Context: an optimization exercise on an open-source flow, tuned for small area. The choices shown serve that exercise and are no tape-out recipe.
In this exercise RTL edits were held to simulation tests only and were not proved equivalent to the original.
No driver is modelled on the clock port, so clock power and skew are understated where the tree is cut down; a real chip needs a root buffer or a tree.
Power and IR drop assume default switching activity.

Setup of run A:
==> flow/design.v <==
module i2c_drive(clk,rst_n,bit_ctrl,i2c_enable,i2c_rh_wl,i2c_addr,i2c_data_w,i2c_data_r,i2c_done,scl,sda_in,sda_out,sda_dir);
	input clk;
	input rst_n;
	input bit_ctrl;
	input i2c_enable;
	input i2c_rh_wl;
	input [15:0] i2c_addr;
	input [7:0] i2c_data_w;
	output reg [7:0] i2c_data_r;
	output i2c_done;
	output scl;
	input sda_in;
	output sda_out;
	output sda_dir;
	localparam IDLE=3'd0, SA=3'd1, A16=3'd2, A8=3'd3, DW=3'd4, AR=3'd5, DR=3'd6, STOP=3'd7;
	reg [2:0] state;
	reg [3:0] slot;		 
	reg [1:0] g;		 
	reg wr_flag;		 
	reg [23:0] sh;		 
	wire qa = g==2'b00;	 
	wire qd = g==2'b10;	 
	wire s_idle = state==IDLE;
	wire s_sa   = state==SA;
	wire s_a16  = state==A16;
	wire s_a8   = state==A8;
	wire s_dw   = state==DW;
	wire s_ar   = state==AR;
	wire s_dr   = state==DR;
	wire s_stop = state==STOP;
	wire lng = s_sa | s_ar;
	wire at9 = slot[3] & ~slot[1] & slot[0];	 
	wire at_last = s_stop ? (slot[1] & slot[0]) : lng ? at9 : slot[3];
	wire ph_end = qd & at_last;
	wire shift = ~slot[3] & ((qd & (s_a16 | s_a8 | s_dw | (s_sa & ~bit_ctrl))) | (qa & s_dr));
	always @(posedge clk)
		if (s_idle)
			wr_flag <= i2c_rh_wl;
	wire hold = ~s_idle & ~shift;
	always @(posedge clk) begin
		sh <= ({24{s_idle}} & {i2c_addr, i2c_data_w}) | ({24{shift}} & {sh[22:0], sda_in}) | ({24{hold}} & sh);
	end
	always @(posedge clk) begin
		if (s_idle)
			slot <= 4'd15;
		else if (ph_end)
			slot <= 4'd0;
		else if (qd)
			slot <= slot + 4'd1;
	end
	always @(posedge clk)
		g[0] <= ~s_idle & ~g[1];
	always @(posedge clk or negedge rst_n) begin
		if (!rst_n) begin
			state <= IDLE;
			g[1] <= 1'b1;
		end else begin
			g[1] <= s_idle | g[0];
			case (state)
				IDLE: if (i2c_enable) state <= SA;
				SA:   if (ph_end) state <= bit_ctrl ? A16 : A8;
				A16:  if (ph_end) state <= A8;
				A8:   if (ph_end) state <= wr_flag ? AR : DW;
				DW:   if (ph_end) state <= STOP;
				AR:   if (ph_end) state <= DR;
				DR:   if (ph_end) state <= STOP;
				STOP: if (ph_end) state <= IDLE;
			endcase
		end
	end
	always @(posedge clk or negedge rst_n) begin
		if (!rst_n)
			i2c_data_r <= 8'd0;
		else if (s_dr & slot[3] & g==2'b11)
			i2c_data_r <= sh[7:0];
	end
	assign i2c_done = s_idle & ~g[1];
	assign scl = g[0] | s_idle
		| (s_sa & ((slot[3] & slot[1]) | (slot==4'd0 & ~qd)))
		| (s_stop & (slot[1] | slot[0] | ~qa));
	assign sda_dir = s_dr ? slot[3] : ~(at_last & ~s_idle & ~s_stop);
	reg bitv;
	always @(*) begin
		case (state)
			SA:   bitv = slot==4'd0 ? qa : (slot[0] & (~slot[2] | slot[3]));
			AR:   bitv = slot==4'd0 ? ~g[1] : (slot[3] | (slot[0] & ~slot[2]));
			A16, A8, DW: bitv = sh[23];
			STOP: bitv = slot[1] | slot[0] | qd;
			default: bitv = 1'b1;
		endcase
	end
	assign sda_out = bitv;
endmodule
==> flow/config.mk <==
export PLATFORM = sky130hd
export DESIGN_NAME = i2c_drive
export DESIGN_NICKNAME = i2c_drive
export VERILOG_FILES = /design/flow/design.v
export SDC_FILE = /design/flow/constraint.sdc
export NUM_CORES = 4
export LEC_CHECK = 0
export CAP_MARGIN = 20
export CORE_MARGIN = 2
export CORE_UTILIZATION = 40
export SLEW_MARGIN = 20
==> flow/constraint.sdc <==
create_clock -name core_clock -period 5.0 [get_ports {clk}]
set_input_delay 1.0000 -clock core_clock [delete_from_list [all_inputs] [get_ports {clk}]]
set_output_delay 1.0000 -clock core_clock [all_outputs]
set_load 0.01 [all_outputs]
standard.sh (not shown) runs the stock make flow with config.mk's settings and CLKGATE_MAP_FILE= SYNTH_SCRIPT=/design/flow/synth_recipe.tcl, a recipe that flattens the netlist after the stock synthesis.
==> flow/flow/run.sh <==
#!/bin/bash
# The standard layout (standard.sh) with these changes:
#  - Yosys's technology mapping (abc) uses an area-oriented script
#    (flow/abc_area_map.script) in place of ORFS's delay-oriented one; the
#    registers come from the standard synthesis unchanged, abc maps only the
#    combinational logic;
#  - ports are buffered with the smallest buffer (buf_1);
#  - no timing repair at floorplan, and power (size) recovery after global
#    routing;
#  - the clock tree is built by flow/manual_cts.tcl: the clock port drives one
#    root buffer, which drives one leaf buffer per cluster of registers.
# ORFS's scripts are copied here and patched; each tool's log stays in
# orfs/logs, and make's output in flow_standard.log.
set -euo pipefail
here=$(pwd)
rm -rf "$here/orfs_scripts"
cp -r "$FLOW_HOME/scripts" "$here/orfs_scripts"
cp "$here/flow/abc_area_map.script" "$here/orfs_scripts/abc_speed.script"
cp "$here/flow/abc_area_map.script" "$here/orfs_scripts/abc_area.script"
python3 - "$here/orfs_scripts/cts.tcl" "$here/flow/manual_cts.tcl" <<'PY'
import sys
p, m = sys.argv[1], sys.argv[2]
s = open(p).read()
old = "log_cmd clock_tree_synthesis {*}$cts_args"
assert old in s
s = s.replace(old, "source %s\nmanual_clock_tree sky130_fd_sc_hd__clkbuf_1 sky130_fd_sc_hd__buf_4 5\ndetailed_placement\nsize_clock_leaves 0.100 {sky130_fd_sc_hd__buf_4 sky130_fd_sc_hd__buf_6 sky130_fd_sc_hd__buf_8 sky130_fd_sc_hd__buf_12}\ndetailed_placement" % m)
open(p, "w").write(s)
PY
export SCRIPTS_DIR="$here/orfs_scripts"
export BUFFER_PORTS_ARGS="-buffer_cell sky130_fd_sc_hd__buf_1"
# no timing repair before placement (it upsizes drivers of high-fanout nets
# that placement buffers anyway), and downsizing of non-critical cells after
# global routing
export REMOVE_ABC_BUFFERS=1
export RECOVER_POWER=100
bash standard.sh > "$here/flow_standard.log" 2>&1
Other scripts of this flow, unchanged in this note and not shown: flow/flow/abc_area_map.script, flow/flow/manual_cts.tcl
Run A ended with every stage complete and zero timing, DRC or antenna violations.
The inputs of run B differ from those of run A as listed below.
-- flow/design.v --
<<< run A, line 30
	wire s_stop = state==STOP;
	wire lng = s_sa | s_ar;
	wire at9 = slot[3] & ~slot[1] & slot[0];	 
	wire at_last = s_stop ? (slot[1] & slot[0]) : lng ? at9 : slot[3];
	wire ph_end = qd & at_last;
	wire shift = ~slot[3] & ((qd & (s_a16 | s_a8 | s_dw | (s_sa & ~bit_ctrl))) | (qa & s_dr));
	always @(posedge clk)
>>> run B, line 30
	wire s_stop = state==STOP;
	wire lng = s_sa | s_ar;
	wire [3:0] last = s_stop ? 4'd3 : lng ? 4'd9 : 4'd8;
	wire ph_end = qd & (slot==last);
	wire shift = ~slot[3] & ((qd & (s_a16 | s_a8 | s_dw | (s_sa & ~bit_ctrl))) | (qa & s_dr));
	always @(posedge clk)
<<< run A, line 76
	end
	assign i2c_done = s_idle & ~g[1];
	assign scl = g[0] | s_idle
		| (s_sa & ((slot[3] & slot[1]) | (slot==4'd0 & ~qd)))
		| (s_stop & (slot[1] | slot[0] | ~qa));
	assign sda_dir = s_dr ? slot[3] : ~(at_last & ~s_idle & ~s_stop);
	reg bitv;
	always @(*) begin
		case (state)
			SA:   bitv = slot==4'd0 ? qa : (slot[0] & (~slot[2] | slot[3]));
			AR:   bitv = slot==4'd0 ? ~g[1] : (slot[3] | (slot[0] & ~slot[2]));
			A16, A8, DW: bitv = sh[23];
			STOP: bitv = slot[1] | slot[0] | qd;
			default: bitv = 1'b1;
		endcase
>>> run B, line 75
	end
	assign i2c_done = s_idle & ~g[1];
	assign scl = g[0] | s_idle | (s_sa & (slot==4'd15 | (slot==4'd0 & ~qd))) | (s_stop & ~(slot==4'd0 & qa));
	assign sda_dir = s_dr ? slot[3] : ~(slot==last & (lng | s_a16 | s_a8 | s_dw));
	reg bitv;
	always @(*) begin
		case (state)
			SA:   bitv = slot==4'd0 ? qa : (slot[0] & (~slot[2] | slot[3]));
			AR:   bitv = slot==4'd0 ? ~g[1] : (slot[0] & (~slot[2] | slot[3])) | (slot[3] & ~slot[0]);
			A16, A8, DW: bitv = sh[23];
			STOP: bitv = slot!=4'd0 | qd;
			default: bitv = 1'b1;
		endcase
- Higher number of vias per cell was reported by run B, not run A.
- The higher share of the clock period used by the worst path after layout came out of run B.
- Comparing run B and run A, the higher summed instance area of the synthesized netlist is on run B.
- Run A → run B: worst path arrival time lower; share of the final layout cell area in multi-input gates increased by 0.54 points relative to the old numbers.
In every run of this note, the design's own scripts or RTL, not TritonCTS, make the clock network.

* * *

RTL: the design.v shown in full above, as it stands there.
==> flow/config.mk <==
export PLATFORM = sky130hd
export DESIGN_NAME = i2c_drive
export DESIGN_NICKNAME = i2c_drive
export VERILOG_FILES = /design/flow/design.v
export SDC_FILE = /design/flow/constraint.sdc
export NUM_CORES = 4
export LEC_CHECK = 0
export CAP_MARGIN = 20
export CORE_MARGIN = 2
export CORE_UTILIZATION = 40
export SLEW_MARGIN = 20
==> flow/constraint.sdc <==
create_clock -name core_clock -period 5.0 [get_ports {clk}]
set_input_delay 1.0000 -clock core_clock [delete_from_list [all_inputs] [get_ports {clk}]]
set_output_delay 1.0000 -clock core_clock [all_outputs]
set_load 0.01 [all_outputs]
==> flow/flow/run.sh <==
#!/bin/bash
# The standard layout (standard.sh) with these changes:
#  - Yosys's technology mapping (abc) uses an area-oriented script
#    (flow/abc_area_map.script) in place of ORFS's delay-oriented one; the
#    registers come from the standard synthesis unchanged, abc maps only the
#    combinational logic;
#  - ports are buffered with the smallest buffer (buf_1);
#  - the clock tree is built by flow/manual_cts.tcl: the clock port drives one
#    root buffer, which drives one leaf buffer per cluster of registers.
# ORFS's scripts are copied here and patched; each tool's log stays in
# orfs/logs, and make's output in flow_standard.log.
set -euo pipefail
here=$(pwd)
rm -rf "$here/orfs_scripts"
cp -r "$FLOW_HOME/scripts" "$here/orfs_scripts"
cp "$here/flow/abc_area_map.script" "$here/orfs_scripts/abc_speed.script"
cp "$here/flow/abc_area_map.script" "$here/orfs_scripts/abc_area.script"
python3 - "$here/orfs_scripts/cts.tcl" "$here/flow/manual_cts.tcl" <<'PY'
import sys
p, m = sys.argv[1], sys.argv[2]
s = open(p).read()
old = "log_cmd clock_tree_synthesis {*}$cts_args"
assert old in s
s = s.replace(old, "source %s\nmanual_clock_tree sky130_fd_sc_hd__clkbuf_1 sky130_fd_sc_hd__buf_4 5\ndetailed_placement" % m)
open(p, "w").write(s)
PY
export SCRIPTS_DIR="$here/orfs_scripts"
export BUFFER_PORTS_ARGS="-buffer_cell sky130_fd_sc_hd__buf_1"
bash standard.sh > "$here/flow_standard.log" 2>&1
Other scripts of this flow, unchanged in this note and not shown: flow/flow/abc_area_map.script, flow/flow/manual_cts.tcl
The first run produced a clean layout.
Change:
--- a/flow/design.v
+++ b/flow/design.v
@@ -27,13 +27,12 @@
 	wire s_dw   = state==DW;
 	wire s_ar   = state==AR;
 	wire s_dr   = state==DR;
 	wire s_stop = state==STOP;
 	wire lng = s_sa | s_ar;
-	wire at9 = slot[3] & ~slot[1] & slot[0];	 
-	wire at_last = s_stop ? (slot[1] & slot[0]) : lng ? at9 : slot[3];
-	wire ph_end = qd & at_last;
+	wire [3:0] last = s_stop ? 4'd3 : lng ? 4'd9 : 4'd8;
+	wire ph_end = qd & (slot==last);
 	wire shift = ~slot[3] & ((qd & (s_a16 | s_a8 | s_dw | (s_sa & ~bit_ctrl))) | (qa & s_dr));
 	always @(posedge clk)
 		if (s_idle)
 			wr_flag <= i2c_rh_wl;
 	wire hold = ~s_idle & ~shift;
@@ -46,18 +45,16 @@
 		else if (ph_end)
 			slot <= 4'd0;
 		else if (qd)
 			slot <= slot + 4'd1;
 	end
-	always @(posedge clk)
-		g[0] <= ~s_idle & ~g[1];
 	always @(posedge clk or negedge rst_n) begin
 		if (!rst_n) begin
 			state <= IDLE;
-			g[1] <= 1'b1;
+			g <= 2'b10;
 		end else begin
-			g[1] <= s_idle | g[0];
+			g <= s_idle ? 2'b10 : {g[0], ~g[1]};
 			case (state)
 				IDLE: if (i2c_enable) state <= SA;
 				SA:   if (ph_end) state <= bit_ctrl ? A16 : A8;
 				A16:  if (ph_end) state <= A8;
 				A8:   if (ph_end) state <= wr_flag ? AR : DW;
@@ -73,21 +70,19 @@
 			i2c_data_r <= 8'd0;
 		else if (s_dr & slot[3] & g==2'b11)
 			i2c_data_r <= sh[7:0];
 	end
 	assign i2c_done = s_idle & ~g[1];
-	assign scl = g[0] | s_idle
-		| (s_sa & ((slot[3] & slot[1]) | (slot==4'd0 & ~qd)))
-		| (s_stop & (slot[1] | slot[0] | ~qa));
-	assign sda_dir = s_dr ? slot[3] : ~(at_last & ~s_idle & ~s_stop);
+	assign scl = g[0] | s_idle | (s_sa & (slot==4'd15 | (slot==4'd0 & ~qd))) | (s_stop & ~(slot==4'd0 & qa));
+	assign sda_dir = s_dr ? slot[3] : ~(slot==last & (lng | s_a16 | s_a8 | s_dw));
 	reg bitv;
 	always @(*) begin
 		case (state)
 			SA:   bitv = slot==4'd0 ? qa : (slot[0] & (~slot[2] | slot[3]));
-			AR:   bitv = slot==4'd0 ? ~g[1] : (slot[3] | (slot[0] & ~slot[2]));
+			AR:   bitv = slot==4'd0 ? ~g[1] : (slot[0] & (~slot[2] | slot[3])) | (slot[3] & ~slot[0]);
 			A16, A8, DW: bitv = sh[23];
-			STOP: bitv = slot[1] | slot[0] | qd;
+			STOP: bitv = slot!=4'd0 | qd;
 			default: bitv = 1'b1;
 		endcase
 	end
 	assign sda_out = bitv;
 endmodule
What happened:
- clock power shrinks by about 3%
- final cell count grows by about 1.9%
- routed wire length shrinks by 7.2%
- via count shrinks by about 2.3%
- design area grows by 1.7%
- worst setup slack gains 0.12 ns
- power shrinks by about 34%
- sequential power shrinks by 23%
- die area grows by 1.5%
No run of this note takes its clock network from TritonCTS; it comes from the design's own scripts or RTL.

static timing again, ports no longer ideal:
How much do the figures lean on ideal ports? The routed layouts below were timed once more, with nothing changed but the port constraints.
Step 1: set_driving_cell puts a clkbuf_16 on clk and a buf_2 on each other input, an assumption about the parent block.
Step 2 moves the port delays by t, midway between the first and last clock arrival at a register: inputs arrive t later, outputs are due t later. That takes back most of the time a late clock gives input paths.
Slacks: no drivers / after step 1 / after step 2; pairs: no drivers / after step 1.
| run | t, ns | slack for setup (ns) | worst hold slack (ns) | latest minus earliest clock arrival (ns) |
|---|---|---|---|---|
| run A | 0.578 | 1.402 / 1.398 / 1.402 | 0.423 / 0.421 / 0.469 | 0.033 / 0.033 |
| run B | 0.520 | 1.024 / 1.001 / 1.520 | 0.468 / 0.468 / 0.468 | 0.017 / 0.017 |
| the first run of note 2 | 0.555 | 1.460 / 1.436 / 1.688 | 0.440 / 0.439 / 0.463 | 0.029 / 0.030 |
| the second run of note 2 | 0.510 | 1.584 / 1.558 / 1.561 | 0.468 / 0.468 / 0.468 | 0.022 / 0.021 |
After both steps every run listed still meets setup and hold. The setup slack of the second run of note 2, which loses most, moves by -0.026 ns with the drivers and by -0.023 ns with both steps.
